This is an optimization exercise on Yosys and OpenROAD, whose aim is small area, not a production implementation.
Only simulation tests tie the RTL to the original design; equivalence was not proved.
Power figures rest on the tool's default switching activity, not on a simulated workload.

== old ==
==> flow/design.v (excerpt) <==
module xc3s_uart(
    input  wire CLK_50M,  
    input  wire ARST,  
    input wire UART_RX,  
    output wire UART_TX,  
    input wire UART_RX_A,  
    output wire UART_TX_A,  
    input wire [2:0] BTN,
    input wire [7:0] SWT,
    output wire [7:0] LED,
    output wire [3:0] SSG_AN_n,  
    output wire [6:0] SSG_n,  
    output wire SSG_DP_n  
    );
Size in the first run: ~860 cells after synthesis, roughly 220 flip-flops, ~37 I/O pins, about 8600 sq um of cells after synthesis.
clock: 20.0 ns
lec_check: 0
cap_margin: 20
core_margin: 2
core_utilization: 40
place_density: 0.85
slew_margin: 20
standard.sh (not shown) runs the stock make flow with config.mk's settings and CLKGATE_MAP_FILE= SYNTH_SCRIPT=/design/flow/synth_recipe.tcl, a recipe that flattens the netlist after the stock synthesis.
==> flow/flow/run.sh <==
#!/bin/bash
# The standard layout (standard.sh), with three changes to how it is made:
# - synthesis leaves adders to ABC (no half/full adder cell extraction) and
#   maps the logic with an area-oriented ABC script (flow/abc.script: &deepsyn,
#   then delay-relaxed &nf), in place of ORFS's abc_speed.script;
# - port buffers are buf_1 cells;
# - the clock tree uses clkbuf_8 cells in clusters of up to 16 sinks, without
#   dummy loads.
set -euo pipefail
rm -rf scripts_abc
cp -r "$FLOW_HOME/scripts" scripts_abc
cp flow/abc.script scripts_abc/abc_speed.script
export BUFFER_PORTS_ARGS="-buffer_cell sky130_fd_sc_hd__buf_1"
export CTS_ARGS="-sink_clustering_enable -repair_clock_nets -dont_use_dummy_load -buf_list sky130_fd_sc_hd__clkbuf_8 -sink_clustering_size 16 -sink_clustering_max_diameter 100"
ADDER_MAP_FILE= SCRIPTS_DIR="$PWD/scripts_abc" bash standard.sh synth > synth.log 2>&1
bash standard.sh > layout.log 2>&1
==> flow/flow/abc.script <==
&get -n
&st
&deepsyn -T 30
&dch -f
&nf -R 1000 -p -F 8 -A 4
&put
topo
stime -c
dnsize -c
old: full flow OK, the timing, DRC and antenna checks passed
### old -> new
diff --git a/flow/flow/run.sh b/flow/flow/run.sh
--- a/flow/flow/run.sh
+++ b/flow/flow/run.sh
@@ -7 +7 @@
-# - the clock tree uses clkbuf_8 cells in clusters of up to 16 sinks, without
+# - the clock tree uses clkbuf_4 cells in clusters of up to 8 sinks, without
@@ -14 +14 @@
-export CTS_ARGS="-sink_clustering_enable -repair_clock_nets -dont_use_dummy_load -buf_list sky130_fd_sc_hd__clkbuf_8 -sink_clustering_size 16 -sink_clustering_max_diameter 100"
+export CTS_ARGS="-sink_clustering_enable -repair_clock_nets -dont_use_dummy_load -buf_list sky130_fd_sc_hd__clkbuf_4 -sink_clustering_size 8 -sink_clustering_max_diameter 60"
Findings:
- new ended with every stage complete and zero timing, DRC or antenna violations.
- Between old and new, switching power increased.
- old and new ended up with roughly the same worst-case setup margin in the final layout.
- Going from old to new, total CTS buffers grows by 14.
- On utilization after layout, new and old are basically level.
- new vs. old: number of antenna diodes +1; routed wire length went up; slew at the pin with the worst max-slew slack has increased; worst-case hold slack roughly the same.
- There was hardly any difference in overall power consumption between old and new.
- Timing-limited maximum frequency: new vs old, no meaningful difference

xc3s_uart, a different RTL version from the one above (not shown whole).
Size in the first run: about 810 cells after synthesis, roughly 230 flip-flops.
// xc3s_uart
module xc3s_uart(
    input  wire CLK_50M,  
    input  wire ARST,  
    input wire UART_RX,  
    output wire UART_TX,  
    input wire UART_RX_A,  
    output wire UART_TX_A,  
    input wire [2:0] BTN,
    input wire [7:0] SWT,
    output wire [7:0] LED,
    output wire [3:0] SSG_AN_n,  
    output wire [6:0] SSG_n,  
    output wire SSG_DP_n  
    );
==> flow/config.mk <==
export PLATFORM = sky130hd
export DESIGN_NAME = xc3s_uart
export DESIGN_NICKNAME = xc3s_uart
export VERILOG_FILES = /design/flow/design.v
export SDC_FILE = /design/flow/constraint.sdc
export NUM_CORES = 4
export LEC_CHECK = 0
export CAP_MARGIN = 20
export CORE_MARGIN = 2
export CORE_UTILIZATION = 40
export SLEW_MARGIN = 20
==> flow/constraint.sdc <==
create_clock -name core_clock -period 20.0 [get_ports {CLK_50M}]
set_input_delay 4.0000 -clock core_clock [delete_from_list [all_inputs] [get_ports {CLK_50M}]]
set_output_delay 4.0000 -clock core_clock [all_outputs]
set_load 0.01 [all_outputs]
==> flow/flow/run.sh <==
#!/bin/bash
# The standard layout (standard.sh), with three changes to how it is made:
# - synthesis leaves adders to ABC (no half/full adder cell extraction) and
#   maps the logic with an area-oriented ABC script (flow/abc.script: &deepsyn,
#   then delay-relaxed &nf), in place of ORFS's abc_speed.script;
# - port buffers are buf_1 cells;
# - the clock tree uses clkbuf_4 cells in clusters of up to 10 sinks, without
#   dummy loads.
set -euo pipefail
rm -rf scripts_abc
cp -r "$FLOW_HOME/scripts" scripts_abc
cp flow/abc.script scripts_abc/abc_speed.script
export BUFFER_PORTS_ARGS="-buffer_cell sky130_fd_sc_hd__buf_1"
export CTS_ARGS="-sink_clustering_enable -repair_clock_nets -dont_use_dummy_load -buf_list sky130_fd_sc_hd__clkbuf_4 -sink_clustering_size 10 -sink_clustering_max_diameter 60"
ADDER_MAP_FILE= SCRIPTS_DIR="$PWD/scripts_abc" bash standard.sh synth > synth.log 2>&1
bash standard.sh > layout.log 2>&1
Scripts as last shown in full above: flow/flow/abc.script
Change:
--- a/flow/config.mk
+++ b/flow/config.mk
@@ -9,3 +9,4 @@
 export CORE_MARGIN = 2
 export CORE_UTILIZATION = 40
+export PLACE_DENSITY = 0.85
 export SLEW_MARGIN = 20
What happened: Worst setup slack is about the same; cell area hardly moves; clock power decreases by about 4%; clock skew drops by 18 ps.

afterwards: timing with drivers on the ports:
The flow's constraints put no driver on any port. The routed layouts listed below were extracted and timed again, unchanged, in two steps.
Step 1 (the two cells are an assumption about what drives the block):
set clk [get_ports {CLK_50M}]
set_driving_cell -lib_cell sky130_fd_sc_hd__clkbuf_16 $clk
set_driving_cell -lib_cell sky130_fd_sc_hd__buf_2 [delete_from_list [all_inputs] $clk]
Step 2 moves the port delays by t, midway between the first and last clock arrival at a register: inputs arrive t later, outputs are due t later. That takes back most of the time a late clock gives input paths.
a / b / c = ideal ports / drivers / drivers and shift; a / b = the first two.
| run | shift t [ns] | slack for setup (ns) | worst data-port slew with drivers (ns) | pins driven straight from the clock port |
|---|---|---|---|---|
| old | 0.522 | 11.540 / 11.518 / 11.518 | 0.05 | 1 |
| new | 0.655 | 11.537 / 11.515 / 11.515 | 0.05 | 1 |
| the first run of note 2 | 0.662 | 11.570 / 11.550 / 11.550 | 0.03 | 1 |
| the second run of note 2 | 0.661 | 11.570 / 11.550 / 11.550 | 0.04 | 1 |
After both steps setup and hold are still met in every run listed.
